Source: an optimization exercise on an open RTL-to-GDS flow (aim: small area). Production flows keep margins and buffers that such runs may drop. The RTL was checked by simulation tests, not by an equivalence proof against the original design.

## mul_128_module
module mul_128_module (
  input  wire         clk,
  input  wire [127:0] A,
  input  wire [127:0] B,
  output wire [255:0] mul_128,
  input  wire         In_Busy,
  output reg          Out_Busy
);
Size: about 520 I/O pins, roughly 87000 um^2 of cells after synthesis.
clock: 8.0 ns
lec_check: 0
cap_margin: 20
core_margin: 2
core_utilization: 50
gpl_timing_driven: 0
setup_slack_margin: 0.15
slew_margin: 20
standard.sh (not shown) runs the stock make flow with config.mk's settings and CLKGATE_MAP_FILE= SYNTH_SCRIPT=/design/flow/synth_recipe.tcl, a recipe that flattens the netlist after the stock synthesis.
==> flow/flow/run.sh <==
#!/bin/bash
set -euo pipefail
here=$(pwd)
export DONT_BUFFER_PORTS=1
export PRE_GLOBAL_PLACE_TCL=$here/flow/pre_gpl.tcl
export LAYER_PARASITICS_FILE=$here/flow/rc.tcl
export FLOW_ABC_SCRIPT=$here/flow/abc_xor.script
sed "s#SYNTH_SCRIPT=[^ ]*#SYNTH_SCRIPT=$here/flow/synth.tcl#" standard.sh > own_standard.sh
grep -q "SYNTH_SCRIPT=$here/flow/synth.tcl" own_standard.sh
bash own_standard.sh > standard.log 2>&1
==> flow/flow/abc_xor.script <==
strash
&get -n
&st
&dch -f
&nf -R 1000
&put
&get -n
&st
&dch
&nf -R 1000
&put
topo
==> flow/flow/pre_gpl.tcl <==
# Before global placement: drop the buffers ABC added, bring ABC's upsized
# gates back to their smallest size (repair_design and repair_timing size
# them up again where needed), then buffer the ports with plain buffers.
remove_buffers
foreach inst [get_cells *] {
  set ref [get_property $inst ref_name]
  if {[regexp {^(sky130_fd_sc_hd__(?:xor2|xnor2|nand2|nor2|and2|or2|mux2|mux2i|inv))_[2-9]$} $ref -> base]} {
    replace_cell $inst [get_lib_cells ${base}_1]
  }
}
buffer_ports -inputs -buffer_cell sky130_fd_sc_hd__buf_2
buffer_ports -outputs -buffer_cell sky130_fd_sc_hd__buf_1
==> flow/flow/rc.tcl <==
# sky130hd's setRC.tcl with wire capacitance x1.2 and resistance x1.1:
# the extracted parasitics of this design's routed nets run above the
# global-route estimate, so timing repair aims at the real loads.
set_layer_rc -layer li1 -capacitance 1.79880e-04 -resistance 7.89360e-02
set_layer_rc -layer met1 -capacitance 2.06850e-04 -resistance 9.82190e-04
set_layer_rc -layer met2 -capacitance 1.63480e-04 -resistance 9.82190e-04
set_layer_rc -layer met3 -capacitance 2.57954e-04 -resistance 1.72370e-04
set_layer_rc -layer met4 -capacitance 1.77754e-04 -resistance 1.72370e-04
set_layer_rc -layer met5 -capacitance 1.84904e-04 -resistance 1.95910e-05

set_layer_rc -via mcon -resistance 9.249146E-3
set_layer_rc -via via -resistance 4.5E-3
set_layer_rc -via via2 -resistance 3.368786E-3
set_layer_rc -via via3 -resistance 0.376635E-3
set_layer_rc -via via4 -resistance 0.00580E-3

set_wire_rc -signal -layer met1
set_wire_rc -clock -layer met3

==> flow/flow/synth.tcl <==
proc synth {args} { yosys synth -nofsm -noshare {*}$args }
proc abc {args} {
  set i [lsearch -exact $args -script]
  if {$i >= 0} { lset args [expr {$i + 1}] $::env(FLOW_ABC_SCRIPT) }
  yosys abc {*}$args
}
source $::env(SCRIPTS_DIR)/synth.tcl
# left out here: clear keep_hierarchy, flatten, clean up, hide names made inside functions, write 1_2_yosys.v
==> next run, changes <==
--- a/flow/flow/pre_gpl.tcl
+++ b/flow/flow/pre_gpl.tcl
@@ -9,4 +9,4 @@
   }
 }
-buffer_ports -inputs -buffer_cell sky130_fd_sc_hd__buf_2
+buffer_ports -inputs -buffer_cell sky130_fd_sc_hd__buf_4
 buffer_ports -outputs -buffer_cell sky130_fd_sc_hd__buf_1
==> flow/flow/rc.tcl (replaced) <==
# sky130hd's setRC.tcl with wire capacitance x1.3 and resistance x1.2:
# the extracted parasitics of this design's routed nets run about 20-30%
# above the global-route estimate, so timing repair aims at the real loads.
set_layer_rc -layer li1 -capacitance 1.94870e-04 -resistance 8.61120e-02
set_layer_rc -layer met1 -capacitance 2.24088e-04 -resistance 1.07148e-03
set_layer_rc -layer met2 -capacitance 1.77103e-04 -resistance 1.07148e-03
set_layer_rc -layer met3 -capacitance 2.79451e-04 -resistance 1.88040e-04
set_layer_rc -layer met4 -capacitance 1.92566e-04 -resistance 1.88040e-04
set_layer_rc -layer met5 -capacitance 2.00313e-04 -resistance 2.13720e-05

set_layer_rc -via mcon -resistance 9.249146E-3
set_layer_rc -via via -resistance 4.5E-3
set_layer_rc -via via2 -resistance 3.368786E-3
set_layer_rc -via via3 -resistance 0.376635E-3
set_layer_rc -via via4 -resistance 0.00580E-3

set_wire_rc -signal -layer met1
set_wire_rc -clock -layer met3

- CAP_MARGIN: 20 -> 3
- SETUP_SLACK_MARGIN: 0.15 -> 0.0
- SLEW_MARGIN: 20 -> 3
=> First-iteration DRC count is higher by about 5%; cell count barely changes; die area stays the same; global-route usage is lower by 0.24 points.
==> next run, changes <==
- CAP_MARGIN: 3 -> 8
- SETUP_SLACK_MARGIN: 0.0 -> 0.15
- SLEW_MARGIN: 3 -> 8
What happened:
- utilization rises by 0.12 points
- non-clock buffer count rises by 15
- hold slack hardly moves
- worst setup slack gains 0.39 ns
- cell count hardly moves
- global-route usage stays flat
- die area does not change
- first-iteration DRC count falls by 0.91%

-- re-timing with driven ports --
How much do the figures lean on ideal ports? The routed layouts below were timed once more, with nothing changed but the port constraints. Step 1: set_driving_cell puts a clkbuf_16 on clk and a buf_2 on each other input, an assumption about the parent block. Step 2, shift: input delay + t, output delay - t, t = (earliest + latest rising clock arrival at the registers) / 2. This alone moves slack from input paths to output paths. a / b / c = ideal / step 1 / step 2; a / b = the first two.
| run | shift t [ns] | setup slack, ns | hold slack, ns | worst setup path at the end |
|---|---|---|---|---|
| the first run | 0.725 | 0.147 / 0.217 / -0.508 | 1.061 / 0.995 / 1.720 | input to register |
| the second run | 0.774 | 0.276 / 0.302 / -0.472 | 1.031 / 0.978 / 1.752 | input to register |
| the third run | 0.782 | 0.669 / 0.730 / -0.052 | 1.030 / 0.985 / 1.767 | input to register |
With both steps, setup timing fails in every run listed, where it was met with ideal ports. For the second run, which loses most, drivers alone change the setup slack by +0.026 ns; drivers and shift together by -0.748 ns.
